This is an optimization exercise on Yosys and OpenROAD, whose aim is small area, not a production implementation. Only simulation tests tie the RTL to the original design; equivalence was not proved. No activity file was given, so power comes from the tool's default toggle rates.

### flow/flow/run.sh
#!/bin/bash
# Layout flow: the standard ORFS flow (standard.sh) with these changes:
#  1. synthesis is the standard flow's (synth_recipe.tcl), except that ABC uses an area-oriented script
#     (flow/synth_area.tcl, flow/area.abc); registers are mapped before ABC, so they are the
#     standard synthesis's. Then the combinational gates are mapped again by ABC with the same
#     script (flow/reopt.tcl); the flip-flops are untouched. The re-mapped netlist is used only
#     if a SAT proof (flow/equiv.ys) shows it equal to the synthesized one with the flip-flops
#     cut into ports;
#  2. port buffers of the smallest buffer cell (buf_1);
#  3. a clock tree of clkbuf_8 leaf clusters without balancing dummy loads.
# Each tool writes its full output to a log in this folder (orfs/logs/... for ORFS steps).
set -euo pipefail
HERE=$PWD
FL=$HERE/flow
R=$HERE/orfs/results/$FLOW_PLATFORM/axi_servo_ctl/base
LIB=$FLOW_HOME/platforms/$FLOW_PLATFORM/lib/sky130_fd_sc_hd__tt_025C_1v80.lib
YOSYS=$(command -v yosys || echo "$FLOW_HOME/../tools/install/yosys/bin/yosys")

sed -e "s|@AREA_ABC@|$FL/area.abc|" -e "s|@FLOW_SYNTH@|$HERE/synth_recipe.tcl|" \
  "$FL/synth_area.tcl" > synth_area_run.tcl
if ! bash standard.sh "SYNTH_SCRIPT=$HERE/synth_area_run.tcl" synth > synth_make.log 2>&1; then
  echo "area synthesis failed; running the standard synthesis" > synth_fallback.txt
  rm -rf orfs
  bash standard.sh synth > synth_std_make.log 2>&1
fi

cp "$R/1_2_yosys.v" std_1_2_yosys.v
python3 "$FL/genmodels.py" "$LIB" cells.v > genmodels.log 2>&1
DONT_USE=$(make -s -C "$FLOW_HOME" DESIGN_CONFIG="$HERE/config.mk" print-DONT_USE_CELLS 2>/dev/null | sed 's/^DONT_USE_CELLS: //')
if LIBFILE="$LIB" CELLS_V=cells.v IN_V=std_1_2_yosys.v TOP="$FLOW_TOP" DONT_USE="$DONT_USE" \
     ABC_SCRIPT="$FL/area.abc" OUT_V=reopt.v "$YOSYS" -c "$FL/reopt.tcl" > reopt.log 2>&1 &&
   python3 "$FL/cutff.py" std_1_2_yosys.v std_cut.v > cutff.log 2>&1 &&
   python3 "$FL/cutff.py" reopt.v reopt_cut.v >> cutff.log 2>&1 &&
   "$YOSYS" "$FL/equiv.ys" > equiv.log 2>&1 &&
   grep -q "SAT proof finished - no model found: SUCCESS" equiv.log; then
  echo "using the re-mapped netlist" > reopt_used.txt
  cp reopt.v "$R/1_2_yosys.v"
  touch "$R/1_2_yosys.v"
else
  echo "re-mapping failed or was not proven; keeping the standard netlist" > reopt_used.txt
fi

bash standard.sh \
  "BUFFER_PORTS_ARGS=-buffer_cell sky130_fd_sc_hd__buf_1" \
  "CTS_ARGS=-sink_clustering_enable -repair_clock_nets -dont_use_dummy_load -buf_list sky130_fd_sc_hd__clkbuf_8 -sink_clustering_size 18 -sink_clustering_max_diameter 55" \
  finish > flow_make.log 2>&1
### flow/flow/area.abc
&get -n
&st
&dch
&nf -R 1000
&put
&get -n
&st
&dch
&nf -R 1000
&put
&get -n
&st
&dch
&nf -R 1000
&put
&get -n
&st
&dch
&nf -R 1000
&put
&get -n
&st
&dch
&nf -R 1000
&put
&get -n
&st
&dch
&nf -R 1000
&put
### flow/constraint.sdc
create_clock -name core_clock -period 10.0 [get_ports {s_axi_aclk}]
set_input_delay 2.0000 -clock core_clock [delete_from_list [all_inputs] [get_ports {s_axi_aclk}]]
set_output_delay 2.0000 -clock core_clock [all_outputs]
set_load 0.01 [all_outputs]
### flow/flow/reopt.tcl
# Re-map the combinational logic of the standard synthesis netlist for area. The flip-flops
# stay as they are (same instances, names and cell types); only the gates between them are
# mapped again with ABC.
yosys -import
set lib $::env(LIBFILE)
read_verilog $::env(CELLS_V)
read_verilog $::env(IN_V)
hierarchy -top $::env(TOP)
flatten
techmap
opt -fast
set dont_use {}
foreach c $::env(DONT_USE) { lappend dont_use -dont_use $c }
abc -script $::env(ABC_SCRIPT) -liberty $lib {*}$dont_use
opt_clean -purge
setundef -zero
splitnets
opt_clean -purge
hilomap -singleton -hicell sky130_fd_sc_hd__conb_1 HI -locell sky130_fd_sc_hd__conb_1 LO
insbuf -buf sky130_fd_sc_hd__buf_4 A X
opt_clean -purge
read_liberty -lib -overwrite $lib
check -assert -mapped
tee -o $::env(OUT_V).stat stat -liberty $lib
write_verilog -noattr -nohex -nodec $::env(OUT_V)
### flow/flow/genmodels.py
#!/usr/bin/env python3
"""Write Verilog models of the liberty's cells: combinational cells as assigns from their
liberty functions, sequential ones as blackboxes. usage: genmodels.py LIB OUT.v"""
import re, sys

def blocks(text, start, kind):
    """yield (name, body) for each 'kind (name) { body }' group directly inside text[start:]."""
    pat = re.compile(r'\b' + kind + r'\s*\(\s*"?([^")]*)"?\s*\)\s*\{')
    for m in pat.finditer(text, start):
        i = m.end(); depth = 1
        while depth:
            c = text[i]
            if c == '{': depth += 1
            elif c == '}': depth -= 1
            i += 1
        yield m.group(1), text[m.end():i - 1]

lib = open(sys.argv[1]).read()
out = []
for cname, body in blocks(lib, 0, 'cell'):
    seq = re.search(r'\b(ff|latch|statetable|ff_bank|latch_bank)\s*\(', body) is not None
    pins = []
    for pname, pbody in blocks(body, 0, 'pin'):
        d = re.search(r'direction\s*:\s*"?(\w+)', pbody)
        f = re.search(r'\bfunction\s*:\s*"([^"]*)"', pbody)
        tri = re.search(r'three_state', pbody)
        pins.append((pname, d.group(1) if d else None, f.group(1) if f else None, tri))
    if not pins:
        continue
    seen = set(); ports = []
    for p in pins:
        if p[1] in ('input', 'output', 'inout') and p[0] not in seen:
            seen.add(p[0]); ports.append(p)
    decl = ', '.join(p[0] for p in ports)
    lines = []
    comb_ok = not seq
    for pname, d, f, tri in ports:
        if d == 'output' and (f is None or tri):
            comb_ok = False
    if comb_ok:
        lines.append('module %s(%s);' % (cname, decl))
        for pname, d, f, tri in ports:
            lines.append('  %s %s;' % (d, pname))
        for pname, d, f, tri in ports:
            if d == 'output':
                e = f.replace('!', '~')
                e = re.sub(r'\b1\b', "1'b1", e); e = re.sub(r'\b0\b', "1'b0", e)
                lines.append('  assign %s = %s;' % (pname, e))
    else:
        lines.append('(* blackbox *)')
        lines.append('module %s(%s);' % (cname, decl))
        for pname, d, f, tri in ports:
            lines.append('  %s %s;' % (d, pname))
    lines.append('endmodule')
    out.append('\n'.join(lines))
open(sys.argv[2], 'w').write('\n'.join(out) + '\n')
### flow/standard.sh
#!/bin/bash
# synth_recipe.tcl (not shown) runs the flow's synth.tcl, then flattens the netlist and writes it again
# the make line also repeats each setting of config.mk as NAME=value (left out here)
make -C /OpenROAD-flow-scripts/flow DESIGN_CONFIG=/design/flow/config.mk WORK_HOME=/design/flow/orfs CLKGATE_MAP_FILE= SYNTH_SCRIPT=/design/flow/synth_recipe.tcl "${@:-finish}"
### flow/design.v
`timescale 1ns/1ps
module axi_servo_pwm (
    input  wire       resetn,
    input  wire       clk,
    input  wire [7:0] position,
    input  wire [7:0] trim,
    input  wire       enable,
    output reg        servo_ctl
);
    reg [8:0]  lo;
    reg [11:0] hi;
    reg [8:0]  pend;
    reg [8:0]  tgt;
    wire [9:0] lo_inc = {1'b0, lo} + 10'd1;
    wire lo_end = lo_inc[9];
    wire wrap   = &{hi[11:7], hi[2:1], lo[8:5], lo[2], lo[0]};    
    wire clr    = !resetn || !enable || wrap;
    always @(posedge clk) begin
        lo <= clr ? 9'd94  : (lo_inc[8:0] | {6'd0, lo_end, 1'b0, lo_end});
        hi <= clr ? 12'd30 : hi + {11'd0, lo_end};
    end
    wire [7:0] a = {~position[7], position[6:0]};
    wire [7:0] b = {~trim[7], trim[6:0]};
    wire [8:0] c;
    wire [8:0] sum;
    assign c[0] = 1'b0;
    genvar n;
    generate
        for (n = 0; n < 8; n = n + 1) begin : g_add
            assign sum[n]   = a[n] ^ b[n] ^ c[n];
            assign c[n + 1] = (a[n] & b[n]) | (a[n] & c[n]) | (b[n] & c[n]);
        end
    endgenerate
    assign sum[8] = c[8];
    always @(posedge clk)
        if (wrap) begin
            pend <= sum;
            tgt  <= pend;
        end
    wire [9:0] k;
    assign k[0] = 1'b1;
    generate
        for (n = 0; n < 9; n = n + 1) begin : g_cmp
            assign k[n + 1] = (tgt[n] & ~hi[n]) | (tgt[n] & k[n]) | (~hi[n] & k[n]);
        end
    endgenerate
    wire le_tgt = k[9];
    wire le_min = (hi < 12'd128) || (hi == 12'd128 && lo <= 9'd407);
    wire le_max = (hi < 12'd385) || (hi == 12'd385 && lo <= 9'd108);
    always @(posedge clk)
        servo_ctl <= resetn && enable && le_max && (le_min || le_tgt);
endmodule
`timescale 1ns / 1ps
module axi_servo_ctl #
   (
    parameter integer C_AXI_DATA_WIDTH  = 32,
    parameter integer C_CLK_FREQ_HZ     = 100000000,
    parameter integer C_AXI_ADDR_WIDTH  = 32,
    parameter integer C_NUM_SERVOS      = 8,
    parameter integer C_PERIOD_US       = 20000,
    parameter integer C_DUTY_MIN_US     = 500,
    parameter integer C_DUTY_MAX_US     = 1800
)  (
    output wire [7:0]                     servo_ctl,
    input wire                            s_axi_aclk,
    input wire                            s_axi_aresetn,
    input wire [C_AXI_ADDR_WIDTH-1:0]     s_axi_awaddr,
    input wire [2:0]                      s_axi_awprot,
    input wire                            s_axi_awvalid,
    output wire                           s_axi_awready,
    input wire [C_AXI_DATA_WIDTH-1:0]     s_axi_wdata,
    input wire                            s_axi_wvalid,
    output wire                           s_axi_wready,
    output wire [1:0]                     s_axi_bresp,
    output reg                            s_axi_bvalid,
    input wire                            s_axi_bready,
    input wire [C_AXI_ADDR_WIDTH-1:0]     s_axi_araddr,
    input wire [2:0]                      s_axi_arprot,
    input wire                            s_axi_arvalid,
    output reg                            s_axi_arready,
    output reg [C_AXI_DATA_WIDTH-1:0]     s_axi_rdata,
    output wire [1:0]                     s_axi_rresp,
    output reg                            s_axi_rvalid,
    input wire                            s_axi_rready
    );
    wire resetn = s_axi_aresetn;
    reg [31:0]     en_r;      
    reg [16*8-1:0] lowb;      
    reg [8*24-1:0] ra, rb;    
    reg            ph;        
    reg            clr2;      
    reg aw_rdy;
    assign s_axi_awready = aw_rdy;
    assign s_axi_wready  = aw_rdy;
    assign s_axi_bresp   = 2'b00;
    assign s_axi_rresp   = 2'b00;
    wire aw_req = resetn && !aw_rdy && s_axi_awvalid && s_axi_wvalid;
    wire wren   = aw_rdy && s_axi_awvalid && s_axi_wvalid;
    always @(posedge s_axi_aclk)
        aw_rdy <= aw_req;
    always @(posedge s_axi_aclk) begin
        if (!resetn)
            s_axi_bvalid <= 1'b0;
        else if (wren && !s_axi_bvalid)
            s_axi_bvalid <= 1'b1;
        else if (s_axi_bready && s_axi_bvalid)
            s_axi_bvalid <= 1'b0;
    end
    wire [4:0]  widx = s_axi_awaddr[6:2];
    wire [31:0] wd   = s_axi_wdata & {32{resetn}};
    always @(posedge s_axi_aclk)
        if (!resetn || (wren && widx == 5'd0))
            en_r <= wd;
    genvar k;
    generate
        for (k = 1; k <= 16; k = k + 1) begin : g_low
            always @(posedge s_axi_aclk)
                if (!resetn || (wren && widx == k))
                    lowb[8 * (k - 1) +: 8] <= wd[7:0];
        end
    endgenerate
    wire       wring = (widx != 5'd0) && (widx <= 5'd16);
    wire [3:0] wm1   = widx[3:0] - 4'd1;
    wire       win_b = !(ph ^ widx[0]);
    wire       ins   = (aw_req || wren) && resetn && wring && win_b;
    wire       hold  = resetn && !clr2;
    genvar i;
    generate
        for (i = 0; i < 8; i = i + 1) begin : g_ring
            wire s1 = ins && (wm1[3:1] == i);
            wire s2 = !s1 && hold;
            always @(posedge s_axi_aclk) begin
                ra[24 * i +: 24] <= (s_axi_wdata[31:8] & {24{s1}}) | (rb[24 * i +: 24] & {24{s2}});
                rb[24 * i +: 24] <= ra[24 * i +: 24];
            end
        end
    endgenerate
    always @(posedge s_axi_aclk) begin
        ph   <= !ph;
        clr2 <= !resetn;
    end
    always @(posedge s_axi_aclk) begin
        if (!resetn)
            s_axi_arready <= 1'b0;
        else
            s_axi_arready <= !s_axi_arready && s_axi_arvalid;
    end
    wire rden = s_axi_arready && s_axi_arvalid && !s_axi_rvalid;
    always @(posedge s_axi_aclk) begin
        if (!resetn)
            s_axi_rvalid <= 1'b0;
        else if (rden)
            s_axi_rvalid <= 1'b1;
        else if (s_axi_rvalid && s_axi_rready)
            s_axi_rvalid <= 1'b0;
    end
    wire [4:0]  ridx   = s_axi_araddr[6:2];
    wire [31:0] rdec   = 32'd1 << ridx;
    wire        rring  = (ridx != 5'd0) && (ridx <= 5'd16);
    wire        rin_b  = !(ph ^ ridx[0]);
    wire        ar_req = resetn && !s_axi_arready && s_axi_arvalid;
    wire        e0_ld  = ar_req && !s_axi_rvalid && rring && rin_b;
    wire        bypass = e0_ld && wren && (widx == ridx);
    reg         hi_done;    
    always @(posedge s_axi_aclk)
        hi_done <= e0_ld;
    reg [7:0]  rlo;
    reg [23:0] rhi;
    integer j;
    always @(*) begin
        rlo = en_r[7:0] & {8{rdec[0]}};
        for (j = 1; j <= 16; j = j + 1)
            rlo = rlo | (lowb[8 * (j - 1) +: 8] & {8{rdec[j]}});
        rhi = (en_r[31:8] & {24{rdec[0]}}) | (s_axi_wdata[31:8] & {24{bypass}});
        for (j = 0; j < 8; j = j + 1)
            rhi = rhi | (rb[24 * j +: 24] & {24{(rdec[2 * j + 1] | rdec[2 * j + 2]) && !bypass && !clr2}});
    end
    always @(posedge s_axi_aclk)
        if (rden)
            s_axi_rdata[7:0] <= rlo;
    always @(posedge s_axi_aclk)
        if ((rden && !hi_done) || e0_ld)
            s_axi_rdata[31:8] <= rhi;
    generate
        for (i = 0; i < 8; i = i + 1) begin : g_servo
            axi_servo_pwm pwm (
                .resetn    ( resetn                       ),
                .clk       ( s_axi_aclk                   ),
                .position  ( lowb[8 * (2 * i + 1) +: 8]   ),
                .trim      ( lowb[8 * (2 * i) +: 8]       ),
                .enable    ( en_r[i]                      ),
                .servo_ctl ( servo_ctl[i]                 )
            );
        end
    endgenerate
endmodule
### flow/flow/cutff.py
#!/usr/bin/env python3
"""Cut the flip-flops of a flat cell netlist: each flop's Q becomes a new input port and its
D/DE new output ports, named after the flop instance. usage: cutff.py IN.v OUT.v"""
import re, sys
t = open(sys.argv[1]).read()
inst = re.compile(r'^\s*(sky130_fd_sc_hd__(?:e?dfxtp)_\d)\s+(\\\S+|\S+)\s*\((.*?)\);\s*$', re.S | re.M)
newports, decls, assigns = [], [], []
def sub(m):
    cell, name, body = m.groups()
    pins = dict(re.findall(r'\.(\w+)\s*\(\s*(.*?)\s*\)\s*(?:,|$)', body.strip(), re.S))
    n = re.sub(r'\W', '_', name.lstrip('\\'))
    newports.append('ff_q_' + n); decls.append('  input ff_q_%s;' % n)
    assigns.append('  assign %s = ff_q_%s ;' % (pins['Q'], n))
    newports.append('ff_d_' + n); decls.append('  output ff_d_%s;' % n)
    assigns.append('  assign ff_d_%s = %s ;' % (n, pins['D']))
    if 'DE' in pins:
        newports.append('ff_de_' + n); decls.append('  output ff_de_%s;' % n)
        assigns.append('  assign ff_de_%s = %s ;' % (n, pins['DE']))
    return ''
t2 = inst.sub(sub, t)
# add ports to the module header
m = re.search(r'module\s+\w+\s*\(', t2)
t2 = t2[:m.end()] + ', '.join(newports) + ', ' + t2[m.end():]
t2 = t2.replace('endmodule', '\n'.join(decls + assigns) + '\nendmodule', 1)
open(sys.argv[2], 'w').write(t2)
print(len(newports), 'ports')
### flow/config.mk
export PLATFORM = sky130hd
export DESIGN_NAME = axi_servo_ctl
export DESIGN_NICKNAME = axi_servo_ctl
export VERILOG_FILES = /design/flow/design.v
export SDC_FILE = /design/flow/constraint.sdc
export NUM_CORES = 4
export LEC_CHECK = 0
export CAP_MARGIN = 0
export CORE_MARGIN = 2
export CORE_UTILIZATION = 60
export SLEW_MARGIN = 0
### flow/flow/synth_area.tcl
# The standard flow's synthesis script (synth_recipe.tcl: ORFS synthesis without the fsm and share passes,
# then flattened and renamed), with one change: ABC maps the combinational logic with the
# area-oriented script @AREA_ABC@ (run.sh fills in the paths) instead of ORFS's speed script. Registers are mapped
# before ABC runs, so they are the same as in the standard synthesis.
proc abc {args} {
  set i [lsearch $args -script]
  if { $i >= 0 } {
    set args [lreplace $args $i [expr {$i + 1}] -script {@AREA_ABC@}]
  }
  yosys abc {*}$args
}
source {@FLOW_SYNTH@}
### flow/flow/equiv.ys
# Combinational equivalence of two netlists whose flip-flops are cut into ports (cutff.py).
read_verilog cells.v
read_verilog std_cut.v
rename axi_servo_ctl gold
read_verilog reopt_cut.v
rename axi_servo_ctl gate
hierarchy -check
flatten gold gate
proc
opt_clean
miter -equiv -flatten -make_outputs gold gate miter
hierarchy -top miter
sat -verify -prove trigger 0 miter
==> out/metrics.cfg, run 1 <==
[status]
outcome=finished clean

[timing]
rsz0062_at_grt=false
timing.fmax_ghz=0.172
layout_min_cycle_time_ns=5.83
setup_viol=0
final-max-slew-violation-count=0
hold_viol_final=0
period_share_pct=58.3
fin_tns_setup_ns=0
setup_ws_ns=4.17
relSlewSlack_pct=13.5
tightest_slew_ns=1.30
skew_ns=0.0732

[finish]
final_cell_mix=dfxtp_1 (567), edfxtp_1 (336), a22o_1 (206), o21ai_0 (155), nand2_1 (154)
mostFrequentLayoutCell=dfxtp_1
final_cells=3410
final_net_count=2830
area_growth_pct=7.89
utilization_pct=65.4
drive_gt1_share_pct=5.19

[grt]
grt.total_usage_pct=28.2
use_met3_pct=4.63
grt_pass1_vias=20400
antenna_found_initial=8
busiest_layer=met2
grt_max_degree=61
grt_overflow=0
use_met2_pct=46.0
grt_pass1_wl_mm=118
met1_usage_pct=38.2

[floorplanning]
ios=158
die_h_microns=234
dieArea_sq_mm=0.0548
core_area_sq_mm=0.0524
dieWidth_microns=234
initial_core_util_pct=60.6
rows=84

[routing]
first_pass_iters=9
ant_nets=0
wire_per_inst_microns=22.9
dr.first_iter.drc_count=2184
num_vias=21600
wl_mm=77.9
drc=0
vias_per_cell=6.34

[pwr]
clkPwrFrac_pct=26.8
power_frac_seq_pct=67.1
p_int_uw=4560
p_total_uw=5940
sw_frac_of_total_pct=23.1
switchingPower_uw=1370
power_density_mw_per_mm2=173
comb_power_share_pct=6.1
p_leak_uw=0.0117
vdd_ir_drop_max_mv=0.145

[worst_setup_path]
cp_max_fo=25
critPathArrivalTime_ns=6.31
crit_path_start_kind=input pin
cp.required_ns=10.48
crit_path_end_kind=register
path_class=in -> reg

[cts]
clk_pin_slew_ns=0.10
cts_tree=yes
clock-sinks=903
numCtsBuffers=59
cts_root_buf=clkbuf_8
hold_buffers=0
postCtsSetupRepairBufs=0
cts_buffer_depth=3
h-tree-depth=2
clk_latency_ns=0.73
post_cts_resized=0

[synthesis]
syn_area_per_cell_sq_um=12.6
synth_area_sq_mm=0.0318
syn_inst=2529
yosysWarningCount=2

[worst_hold_path]
min_path_type=reg -> reg

[place]
numPlacedInstances=3348
dp_hpwl_mm=48.5
gp_congestion=0.930
pre_cts_ws_ns=3.58
io_buffers=93

[job]
drv_cap=0

-- power by group through the flow --
stage / clock network (uW) / logic [uW] / registers (uW)
after global placement: 0 / 356 / 4060
after global routing: 1750 / 395 / 3990
after CTS: 1630 / 364 / 3980
final: 1590 / 363 / 3980
after floorplan: 0 / 223 / 4040
after detailed placement: 0 / 362 / 4070
-- layout make-up --
class | instances | area (sq um)
well taps | 688 | 861
diodes | 3 | 7.51
repair buffers | 141 | 711
clock buffers | 59 | 812
fillers | 4043 | 18200
flip-flops and latches | 903 | 21400
inverters | 44 | 165
multi-input cells | 1572 | 10300
-- sequential cells by signal, summed over array words and instances, names as in the netlist, 8 cells and up --
signal	cells
en_r	32
g_servo.pwm.hi	96
g_servo.pwm.lo	72
g_servo.pwm.pend	72
g_servo.pwm.servo_ctl	8
g_servo.pwm.tgt	72
lowb	128
ra	192
rb	192
s_axi_rdata	32
-- path summary, 6_finish.rpt --
check	from	end	slack [ns]	cells past startpoint
worst max-delay path	s_axi_araddr[2]	s_axi_rdata[22]	4.17	14
worst max register to register	ph	s_axi_rdata[22]	6.00	13
worst min-delay path	ra[85]	rb[85]	0.32	0
worst min register to register	ra[85]	rb[85]	0.32	0
-- metal layers --
| metal | vias to the layer above | part of all wire [%] |
|---|---|---|
| met5 | - | 0.083 |
| met4 | 10 | 3.5 |
| met3 | 207 | 7.7 |
| met2 | 872 | 47 |
| met1 | 10600 | 42 |
| li1 | 9970 | - |
-- critical path, stage by stage --
cell,delay [ns]
buf_1,0.28
nor4_1,0.40
and2_0,0.76
o21ai_0,0.48
nor4_2,0.37
buf_4,0.46
or2_0,0.17
buf_4,0.33
nor2b_1,0.18
buf_4,0.23
a22oi_1,0.17
nand3_1,0.09
a221oi_1,0.25
nand3_1,0.12
-- metrics by stage --
stage	hold WS (ns)	area [sq um]
6_report	0.322	34300
2_1_floorplan	0.310	31800
5_1_grt	0.329	34300
3_5_place_dp	0.312	33500
4_1_cts	0.323	34300
3_3_place_gp	0.311	33500
==> run 2: changes to the inputs <==
--- a/flow/design.v
+++ b/flow/design.v
@@ -85,8 +85,8 @@
     );
     wire resetn = s_axi_aresetn;
     reg [31:0]     en_r;      
-    reg [16*8-1:0] lowb;      
     reg [8*24-1:0] ra, rb;    
+    reg [8*8-1:0]  la, lb;    
     reg            ph;        
     reg            clr2;      
     reg aw_rdy;
@@ -111,27 +111,26 @@
     always @(posedge s_axi_aclk)
         if (!resetn || (wren && widx == 5'd0))
             en_r <= wd;
-    genvar k;
-    generate
-        for (k = 1; k <= 16; k = k + 1) begin : g_low
-            always @(posedge s_axi_aclk)
-                if (!resetn || (wren && widx == k))
-                    lowb[8 * (k - 1) +: 8] <= wd[7:0];
-        end
-    endgenerate
     wire       wring = (widx != 5'd0) && (widx <= 5'd16);
     wire [3:0] wm1   = widx[3:0] - 4'd1;
     wire       win_b = !(ph ^ widx[0]);
     wire       ins   = (aw_req || wren) && resetn && wring && win_b;
     wire       hold  = resetn && !clr2;
+    wire       lins  = wren && resetn && wring;
     genvar i;
     generate
         for (i = 0; i < 8; i = i + 1) begin : g_ring
             wire s1 = ins && (wm1[3:1] == i);
             wire s2 = !s1 && hold;
+            wire la_in = lins && (wm1[3:1] == i) && win_b;
+            wire lb_in = lins && (wm1[3:1] == i) && !win_b;
+            wire la_hd = !la_in && resetn;
+            wire lb_hd = !lb_in && resetn;
             always @(posedge s_axi_aclk) begin
                 ra[24 * i +: 24] <= (s_axi_wdata[31:8] & {24{s1}}) | (rb[24 * i +: 24] & {24{s2}});
                 rb[24 * i +: 24] <= ra[24 * i +: 24];
+                la[8 * i +: 8]   <= (s_axi_wdata[7:0] & {8{la_in}}) | (lb[8 * i +: 8] & {8{la_hd}});
+                lb[8 * i +: 8]   <= (s_axi_wdata[7:0] & {8{lb_in}}) | (la[8 * i +: 8] & {8{lb_hd}});
             end
         end
     endgenerate
@@ -164,30 +163,24 @@
     reg         hi_done;    
     always @(posedge s_axi_aclk)
         hi_done <= e0_ld;
-    reg [7:0]  rlo;
-    reg [23:0] rhi;
+    reg [31:0] rmux;
     integer j;
     always @(*) begin
-        rlo = en_r[7:0] & {8{rdec[0]}};
-        for (j = 1; j <= 16; j = j + 1)
-            rlo = rlo | (lowb[8 * (j - 1) +: 8] & {8{rdec[j]}});
-        rhi = (en_r[31:8] & {24{rdec[0]}}) | (s_axi_wdata[31:8] & {24{bypass}});
+        rmux = (en_r & {32{rdec[0]}}) | (s_axi_wdata & {32{bypass}});
         for (j = 0; j < 8; j = j + 1)
-            rhi = rhi | (rb[24 * j +: 24] & {24{(rdec[2 * j + 1] | rdec[2 * j + 2]) && !bypass && !clr2}});
+            rmux = rmux | ({rb[24 * j +: 24], lb[8 * j +: 8]}
+                           & {32{(rdec[2 * j + 1] | rdec[2 * j + 2]) && !bypass && !clr2}});
     end
     always @(posedge s_axi_aclk)
-        if (rden)
-            s_axi_rdata[7:0] <= rlo;
-    always @(posedge s_axi_aclk)
         if ((rden && !hi_done) || e0_ld)
-            s_axi_rdata[31:8] <= rhi;
+            s_axi_rdata <= rmux;
     generate
         for (i = 0; i < 8; i = i + 1) begin : g_servo
             axi_servo_pwm pwm (
                 .resetn    ( resetn                       ),
                 .clk       ( s_axi_aclk                   ),
-                .position  ( lowb[8 * (2 * i + 1) +: 8]   ),
-                .trim      ( lowb[8 * (2 * i) +: 8]       ),
+                .position  ( la[8 * i +: 8]               ),
+                .trim      ( lb[8 * i +: 8]               ),
                 .enable    ( en_r[i]                      ),
                 .servo_ctl ( servo_ctl[i]                 )
             );
==> flow/flow/area.abc (replaced) <==
&get -n
&st
&syn4
&dch
&nf -R 1000
&put
&get -n
&st
&dch
&nf -R 1000
&put
&get -n
&st
&dch
&nf -R 1000
&put
==> out/metrics.cfg, run 2 <==
[grt]
grt_overflow=0  ; unchanged
grt_pass1_vias=21300  ; +4.2%
grt_pass1_wl_mm=118  ; about the same
grt_max_degree=46  ; -25%
antenna_found_initial=3  ; -5
grt.total_usage_pct=27.8  ; -0.40 points

[synthesis]
syn_area_per_cell_sq_um=11.9  ; -5.1%
yosysWarningCount=2  ; unchanged
syn_inst=2622  ; +3.7%
synth_area_sq_mm=0.0313  ; -1.6%

[worst_setup_path]
crit_family=simple AND/OR/NAND/NOR gates
crit_path_top_delay_cell=buf_4
path_class=in -> reg
slowest_delay_ns=0.55  ; -0.21 ns
crit_path_start_kind=input pin
cp.required_ns=10.45  ; -0.03 ns
cp.depth=14  ; unchanged
crit_path_end_kind=register
worstReg2RegStart=ph
critPathArrivalTime_ns=6.08  ; -0.23 ns
cp_max_fo=34  ; +36%
rr_worst_depth=12  ; -1
rr_endpoint=s_axi_rdata[4]
rrSetupSlack_ns=5.79  ; -0.21 ns
path_cells=buf_1, or2_0, nor3_1, xnor2_1, o2111ai_1, nor4_2, buf_4, or3_1, nor2_2, buf_4, a222oi_1, nand2_1, a221oi_1, nand2_1
cp_num_buf_inv=3  ; -1

[cts]
clk_latency_ns=0.74  ; about the same
postCtsSetupRepairBufs=0  ; unchanged
clock-sinks=903  ; unchanged
cts_root_buf=clkbuf_8
cts_buffer_depth=3  ; unchanged
post_cts_resized=0  ; unchanged
numCtsBuffers=60  ; +1.7%
hold_buffers=0  ; unchanged
clk_pin_slew_ns=0.10  ; about the same
cts_tree=yes
h-tree-depth=2  ; unchanged

[timing]
layout_min_cycle_time_ns=5.64  ; -0.189 ns
hold_slack_ns=0.321  ; -0.00137 ns
timing.fmax_ghz=0.177  ; +3.4%
hold_viol_final=0  ; unchanged
setup_ws_ns=4.36  ; +0.189 ns
period_share_pct=56.4  ; -1.9 points
tightest_slew_ns=1.11  ; -0.183 ns
relSlewSlack_pct=25.7  ; +12 points
setup_viol=0  ; unchanged
final-max-slew-violation-count=0  ; unchanged
rsz0062_at_grt=false
fin_tns_setup_ns=0  ; unchanged
skew_ns=0.0860  ; +0.0128 ns

[worst_hold_path]
hold_path.startpoint=ra[121]
min_delay_path_depth=0  ; unchanged
min_path_type=reg -> reg
hold_end=rb[121]

[floorplanning]
initial_core_util_pct=60.8  ; +0.24 points
rows=83  ; -1.2%
core_area_sq_mm=0.0514  ; -2.0%
ios=158  ; unchanged
dieArea_sq_mm=0.0540  ; -1.6%
die_h_microns=232  ; -0.78%
dieWidth_microns=232  ; -0.78%

[status]
outcome=finished clean

[finish]
drive_gt1_share_pct=4.92  ; -0.27 points
biggestRegsByFlops=ra (192), rb (192), g_servo.pwm.hi (96)
final_cell_mix=dfxtp_1 (695), a22o_1 (333), edfxtp_1 (208), nor2_1 (173), nand2_1 (166)
final_net_count=2917  ; +3.1%
area_growth_pct=7.81  ; about the same
fin_area_sq_mm=0.0337  ; -1.7%
utilization_pct=65.6  ; +0.21 points
mostFrequentLayoutCell=dfxtp_1

[place]
gp_congestion=0.864  ; -7.1%
dp_hpwl_mm=47.3  ; -2.5%
pre_cts_ws_ns=3.82  ; +0.240 ns
io_buffers=93  ; unchanged
placed_area_sq_mm=0.0329  ; -1.7%

[routing]
wl_mm=75.9  ; -2.7%
first_pass_iters=6  ; -3
wire_per_inst_microns=21.8  ; -4.8%
num_vias=22000  ; +1.7%
drc=0  ; unchanged
ant_nets=0  ; unchanged
vias_per_cell=6.31  ; -0.52%
dr.first_iter.drc_count=2191  ; +0.32%

[pwr]
vdd_ir_drop_max_mv=0.139  ; -4.1%
p_leak_uw=0.0119  ; +2.3%
power_density_mw_per_mm2=165  ; -4.8%

[job]
drv_cap=0  ; unchanged

run 2: cell types whose count changed in the layout (fill, tap and decap cells not counted), sizes merged, moves of 25 or more:
| cell | before | now |
|---|---|---|
| a21oi | 137 | 112 |
| edfxtp | 336 | 208 |
| nor2 | 156 | 196 |
| o21ai | 157 | 128 |
| a22o | 206 | 333 |
| dfxtp | 567 | 695 |
run 2: routing by layer:
layer / GRT usage (%) / share of wire [%] / vias to the layer above / wire, microns
met1: 37.4 / 43 / 10800 / 32300
met2: 45.7 / 47 / 801 / 35500
li1: - / - / 10300 / -
met4: 9.58 / 2.9 / 4 / 2210
met3: 4.72 / 7.6 / 147 / 5790
met5: 0 / 0.040 / - / 30
run 2: stage by stage:
step / instances / total power, uW
final: 3487 / 5560
after floorplan: 2625 / 3940
after global placement: 3426 / 4040
after CTS: 3486 / 5590
after detailed placement: 3426 / 4040
after global routing: 3486 / 5740
run 2: where the power goes:
group / switching, uW / internal (uW)
sequential: 22.5 / 3750
combinational: 145 / 46.8
clock: 1060 / 537
run 2: area by class of cell:
type                    count  area (sq um)
repair buffers            134           658
clock buffers              60           826
diodes                      1          2.50
inverters                  56           210
flip-flops and latches    903         20200
well taps                 680           851
fillers                  3978         17700
multi-input cells        1653         11000
run 2: how the worst max path moves through the flow:
stage | start | endpoint | slack [ns]
2_1_floorplan | s_axi_araddr[3] | s_axi_rdata[0] | 2.81
3_3_place_gp | s_axi_aresetn | s_axi_rdata[4] | 3.85
3_5_place_dp | s_axi_araddr[2] | s_axi_rdata[4] | 3.82
4_1_cts | s_axi_araddr[2] | s_axi_rdata[4] | 4.56
5_1_grt | s_axi_araddr[2] | s_axi_rdata[4] | 4.26
6_report | s_axi_araddr[2] | s_axi_rdata[4] | 4.36
run 2: worst reg2reg max path: stages (launching register included):
cell and delay (ns):
dfxtp_1 0.41, clkinv_1 0.18, a21oi_1 0.19, o2111ai_1 0.25
nor4_2 0.36, buf_4 0.55, or3_1 0.36, nor2_2 0.28
buf_4 0.33, a222oi_1 0.43, nand2_1 0.14, a221oi_1 0.37
nand2_1 0.10
==> run 3: changes to the inputs <==
==> flow/flow/area.abc (replaced) <==
&get -n
&st
&dch
&nf -R 1000
&put
&get -n
&st
&dch
&nf -R 1000
&put
&get -n
&st
&dch
&nf -R 1000
&put
&get -n
&st
&dch
&nf -R 1000
&put
&get -n
&st
&dch
&nf -R 1000
&put
&get -n
&st
&dch
&nf -R 1000
&put
==> out/metrics.cfg, run 3 <==
[timing]
layout_min_cycle_time_ns=5.19  ; -0.444 ns
skew_ns=0.0960  ; +0.00998 ns
relSlewSlack_pct=27.6  ; +1.9 points
tightest_slew_ns=1.08  ; -0.0306 ns
timing.fmax_ghz=0.193  ; +8.6%
period_share_pct=51.9  ; -4.4 points
rsz0062_at_grt=false
final-max-slew-violation-count=0  ; unchanged
setup_viol=0  ; unchanged
fin_tns_setup_ns=0  ; unchanged
hold_viol_final=0  ; unchanged

[pwr]
power_density_mw_per_mm2=165  ; +0.24%
p_total_uw=5560  ; about the same
vdd_ir_drop_max_mv=0.147  ; +6.0%
p_int_uw=4330  ; about the same
sw_frac_of_total_pct=22.1  ; +0.029 points
power_frac_seq_pct=67.9  ; about the same
switchingPower_uw=1230  ; +0.20%
comb_power_share_pct=3.5  ; about the same
p_leak_uw=0.0118  ; -0.82%
clkPwrFrac_pct=28.6  ; about the same

[finish]
mostFrequentLayoutCell=dfxtp_1
final_cell_mix=dfxtp_1 (695), a22o_1 (341), edfxtp_1 (208), nor2_1 (172), nand2_1 (142)
biggestRegsByFlops=ra (192), rb (192), g_servo.pwm.hi (96)
utilization_pct=65.5  ; -0.11 points
area_growth_pct=7.73  ; about the same
fin_area_sq_mm=0.0337  ; -0.17%
final_net_count=2897  ; -0.69%
drive_gt1_share_pct=4.74  ; -0.18 points

[worst_setup_path]
rr_worst_depth=8  ; -4
rr_endpoint=s_axi_rdata[6]
cp.required_ns=10.56  ; +0.11 ns
crit_path_end_kind=register
cp_max_fo=14  ; -59%
worstReg2RegStart=aw_rdy
startpoint=s_axi_awaddr[2]
path_cells=buf_1, nor3_1, nand2b_1, a21oi_1, o21ai_0, nor2_1, nand2_1, nor2_2, and2_0, nor2_1, a22o_1
path_class=in -> reg
rrSetupSlack_ns=6.44  ; +0.65 ns
crit_path_start_kind=input pin
slowest_delay_ns=0.82  ; +0.27 ns
critPathArrivalTime_ns=5.75  ; -0.33 ns
crit_end=la[18]
crit_path_top_delay_cell=nor2_2
critPathMostFrequentCell=nor2_1

[routing]
ant_nets=0  ; unchanged
drc=0  ; unchanged
vias_per_cell=6.27  ; -0.54%
dr.first_iter.drc_count=1886  ; -14%
num_vias=21800  ; -1.1%
first_pass_iters=6  ; unchanged
wire_per_inst_microns=21.8  ; +0.18%
wl_mm=75.6  ; -0.39%

[cts]
cts_tree=yes
clk_pin_slew_ns=0.10  ; about the same
h-tree-depth=2  ; unchanged
hold_buffers=0  ; unchanged
cts_root_buf=clkbuf_8
post_cts_resized=0  ; unchanged
clk_latency_ns=0.74  ; about the same
numCtsBuffers=60  ; unchanged
postCtsSetupRepairBufs=0  ; unchanged
cts_buffer_depth=3  ; unchanged
clock-sinks=903  ; unchanged

[grt]
grt_max_degree=34  ; -26%
grt.total_usage_pct=27.8  ; about the same
grt_pass1_vias=20600  ; -3.2%
grt_pass1_wl_mm=117  ; -0.89%
grt_overflow=0  ; unchanged
antenna_found_initial=3  ; unchanged

[place]
io_buffers=93  ; unchanged
dp_hpwl_mm=46.3  ; -2.2%
placed_area_sq_mm=0.0328  ; -0.17%
gp_congestion=0.863  ; -0.12%

[floorplanning]
dieWidth_microns=232  ; about the same
core_area_sq_mm=0.0514  ; unchanged
ios=158  ; unchanged
rows=83  ; unchanged
dieArea_sq_mm=0.0539  ; -0.10%
die_h_microns=232  ; about the same
initial_core_util_pct=60.8  ; -0.063 points

[synthesis]
yosysWarningCount=2  ; unchanged
syn_area_per_cell_sq_um=12.0  ; +0.47%
syn_inst=2607  ; -0.57%
synth_area_sq_mm=0.0312  ; -0.10%

[job]
drv_cap=0  ; unchanged

[worst_hold_path]
min_path_type=reg -> reg

[status]
outcome=finished clean

[run 3: changes by cell type in the layout (fill, tap and decap cells not counted), moves of 8 or more]
cell | previous run | this run
a21oi_1 | 112 | 127
a221oi_1 | 30 | 19
a22o_1 | 333 | 341
a22oi_1 | 25 | 13
and3_1 | 51 | 59
nand2_1 | 166 | 142
nand2b_1 | 5 | 15
nand4_1 | 29 | 18
nor2b_1 | 15 | 25
[run 3: power groups by stage]
stage	clock network [uW]	logic, uW	registers, uW
floorplan	0	91.9	3850
global placement	0	188	3860
detailed placement	0	192	3860
CTS	1630	192	3770
global route	1760	209	3780
finish	1590	196	3770
[run 3: worst min-delay path by stage]
stage	slack [ns]	end	cells past startpoint	from
2_1_floorplan	0.31	rb[0]	0	ra[0]
3_3_place_gp	0.31	rb[75]	0	ra[75]
3_5_place_dp	0.31	rb[17]	0	ra[17]
4_1_cts	0.33	rb[122]	0	ra[122]
5_1_grt	0.34	rb[187]	0	ra[187]
6_report	0.33	rb[187]	0	ra[187]
[run 3: per-stage QoR]
| stage | cells | hold slack [ns] | setup WS [ns] |
|---|---|---|---|
| CTS | 3466 | 0.329 | 4.96 |
| global route | 3467 | 0.336 | 4.66 |
| finish | 3467 | 0.327 | 4.81 |
| detailed placement | 3406 | 0.312 | 4.23 |
| global placement | 3406 | 0.311 | 4.25 |
| floorplan | 2610 | 0.310 | 2.86 |
[run 3: layout make-up]
type / count / area (sq um)
Sequential cell: 903 / 20200
Fill cell: 4047 / 17800
Multi-Input combinational cell: 1645 / 11000
Clock buffer: 60 / 826
Tap cell: 680 / 851
Inverter: 49 / 184
Timing Repair Buffer: 129 / 621
Antenna cell: 1 / 2.50
[run 3: critical path, delay by kind of cell]
family / cells / cell delay, ns
AO/OA/AOI/OAI: 3 / 0.66
buffers and inverters: 1 / 0.19
AND/OR/NAND/NOR: 7 / 2.91
[run 3: routing by layer]
layer	up-vias	routed length (microns)	track usage [%]
met5	-	15	0
li1	10200	-	-
met2	855	34500	44.4
met1	10600	32700	38.3
met3	160	6020	5.30
met4	2	2320	9.40
==> run 4: changes to the inputs <==
--- a/flow/flow/run.sh
+++ b/flow/flow/run.sh
@@ -42,5 +42,5 @@
 
 bash standard.sh \
   "BUFFER_PORTS_ARGS=-buffer_cell sky130_fd_sc_hd__buf_1" \
-  "CTS_ARGS=-sink_clustering_enable -repair_clock_nets -dont_use_dummy_load -buf_list sky130_fd_sc_hd__clkbuf_8 -sink_clustering_size 18 -sink_clustering_max_diameter 55" \
+  "CTS_ARGS=-sink_clustering_enable -repair_clock_nets -dont_use_dummy_load -buf_list sky130_fd_sc_hd__clkbuf_16 -sink_clustering_size 30 -sink_clustering_max_diameter 70" \
   finish > flow_make.log 2>&1
==> out/metrics.cfg, run 4 <==
[status]
outcome=finished clean

[routing]
dr.first_iter.drc_count=1929  ; +2.3%
vias_per_cell=6.26  ; -0.16%
drc=0  ; unchanged
wl_mm=75.4  ; -0.21%
wire_per_inst_microns=21.9  ; +0.37%
first_pass_iters=10  ; +4
num_vias=21600  ; -0.73%
ant_nets=0  ; unchanged

[worst_setup_path]
crit_family=simple AND/OR/NAND/NOR gates
critPathArrivalTime_ns=5.56  ; -0.19 ns
cp.required_ns=10.34  ; -0.22 ns
crit_path_top_delay_cell=and3_1
path_cells=clkbuf_2, buf_4, nand2_1, nor2_1, nand3_1, nor4_2, nor2_1, and3_1, buf_4, a22o_1, a221oi_1, nand3_1
cp_num_buf_inv=3  ; +2
crit_path_start_kind=input pin
slowest_delay_ns=0.52  ; -0.30 ns
crit_path_end_kind=register
cp_max_fo=31  ; +17
path_class=in -> reg

[grt]
grt_max_degree=34  ; unchanged
antenna_found_initial=2  ; -1
grt_overflow=0  ; unchanged
grt_pass1_vias=20500  ; -0.60%
grt.total_usage_pct=27.7  ; -0.096 points
grt_pass1_wl_mm=116  ; -0.30%

[synthesis]
syn_area_per_cell_sq_um=12.0  ; unchanged
synth_area_sq_mm=0.0312  ; unchanged
yosysWarningCount=2  ; unchanged
syn_inst=2607  ; unchanged

[worst_hold_path]
min_path_type=reg -> reg

[timing]
relSlewSlack_pct=27.0  ; -0.64 points
final-max-slew-violation-count=0  ; unchanged
fin_tns_setup_ns=0  ; unchanged
tightest_slew_ns=1.10  ; +0.0122 ns
period_share_pct=52.1  ; +0.21 points
hold_viol_final=0  ; unchanged
layout_min_cycle_time_ns=5.21  ; +0.0209 ns
rsz0062_at_grt=false
setup_viol=0  ; unchanged
hold_slack_ns=0.304  ; -0.0233 ns
skew_ns=0.0417  ; -0.0542 ns
timing.fmax_ghz=0.192  ; -0.40%

[cts]
cts_root_buf=clkbuf_16
cts_tree=yes
post_cts_resized=0  ; unchanged
clk_latency_ns=0.61  ; -0.13 ns
hold_buffers=0  ; unchanged
numCtsBuffers=41  ; -32%
clk_pin_slew_ns=0.11  ; about the same
cts_buffer_depth=3  ; unchanged
h-tree-depth=2  ; unchanged
postCtsSetupRepairBufs=0  ; unchanged
clock-sinks=903  ; unchanged

[floorplanning]
dieArea_sq_mm=0.0539  ; unchanged
rows=83  ; unchanged
die_h_microns=232  ; unchanged
core_area_sq_mm=0.0514  ; unchanged
dieWidth_microns=232  ; unchanged
initial_core_util_pct=60.8  ; unchanged
ios=158  ; unchanged

[finish]
final_cell_mix=dfxtp_1 (695), a22o_1 (341), edfxtp_1 (208), nor2_1 (172), nand2_1 (142)
area_growth_pct=8.37
final_net_count=2878  ; -0.66%
biggestRegsByFlops=ra (192), rb (192), g_servo.pwm.hi (96)
antenna_cells=0  ; -1
mostFrequentLayoutCell=dfxtp_1
drive_gt1_share_pct=4.08  ; -0.65 points

[place]
gp_congestion=0.863  ; unchanged
dp_hpwl_mm=46.3  ; unchanged
io_buffers=93  ; unchanged

[pwr]
p_leak_uw=0.0119  ; +0.62%
power_density_mw_per_mm2=170  ; +3.1%
vdd_ir_drop_max_mv=0.164  ; +12%

[job]
drv_cap=0  ; unchanged

## run 4: worst register-to-register path, stage by stage (launching register included)
cell      delay, ns
dfxtp_1        0.75
nand3_1        0.27
nor4_2         0.35
nor2_1         0.11
and3_1         0.52
buf_4          0.42
a22o_1         0.22
a221oi_1       0.42
nand3_1        0.16
## run 4: path summary, 6_finish.rpt
path	end	start	depth (start not counted)	slack, ns
worst max-delay path	s_axi_rdata[6]	s_axi_aresetn	12	4.79
worst min-delay path	rb[55]	ra[55]	0	0.30
worst max register to register	s_axi_rdata[6]	aw_rdy	8	6.53
worst min register to register	rb[55]	ra[55]	0	0.30
## run 4: layout make-up
cell class,count,area (sq um)
Clock buffer,41,1030
Sequential cell,903,20200
Inverter,49,184
Multi-Input combinational cell,1645,11000
Tap cell,680,851
Fill cell,4025,17600
Timing Repair Buffer,129,621
## run 4: metal layers
metal  GRT usage (%)  vias to the layer above  share of wire, %
li1                -                    10100                 -
met1            38.3                    10500                44
met2            44.4                      807                46
met3            4.13                      153               7.2
met4            10.5                        2               3.0
met5               0                        -             0.017
## run 4: where the power goes
group	leakage, uW	switching, uW	internal, uW
combinational	0.00382	148	47.6
clock	0.000505	1060	738
sequential	0.00759	24.7	3750
total	0.0119	1230	4530
## run 4: per-stage QoR
stage	instances	utilization, %	setup WS (ns)	power [uW]	area [sq um]
after floorplan	2610	-	2.86	3940	31200
final	3447	65.8	4.79	5770	33900
after CTS	3447	65.8	4.87	5800	33900
after detailed placement	3406	63.9	4.23	4050	32800
after global routing	3447	65.8	4.57	5940	33900
after global placement	3406	63.9	4.25	4040	32800

==> static timing again, ports no longer ideal <==
The flow's constraints put no driver on any port. The routed layouts listed below were extracted and timed again, unchanged, in two steps. Step 1 (the two cells are an assumption about what drives the block):
set clk [get_ports {s_axi_aclk}]
set_driving_cell -lib_cell sky130_fd_sc_hd__clkbuf_16 $clk
set_driving_cell -lib_cell sky130_fd_sc_hd__buf_2 [delete_from_list [all_inputs] $clk]
Step 2 moves the port delays by t, midway between the first and last clock arrival at a register: inputs arrive t later, outputs are due t later. That takes back most of the time a late clock gives input paths. Three values: no drivers, after step 1, after step 2; two values: the first two.
run	t, ns	setup WS [ns]	latest minus earliest clock arrival (ns)	worst register clock-pin slew, ns
run 1	0.756	4.173 / 4.208 / 3.452	0.077 / 0.077	0.11 / 0.11
run 2	0.751	4.362 / 4.400 / 3.649	0.092 / 0.092	0.11 / 0.11
run 3	0.753	4.806 / 4.847 / 4.094	0.098 / 0.098	0.11 / 0.11
run 4	0.655	4.785 / 4.826 / 4.170	0.067 / 0.067	0.11 / 0.11
After both steps setup and hold are still met in every run listed. The setup slack of run 1, which loses most, moves by +0.035 ns with the drivers and by -0.721 ns with both steps.
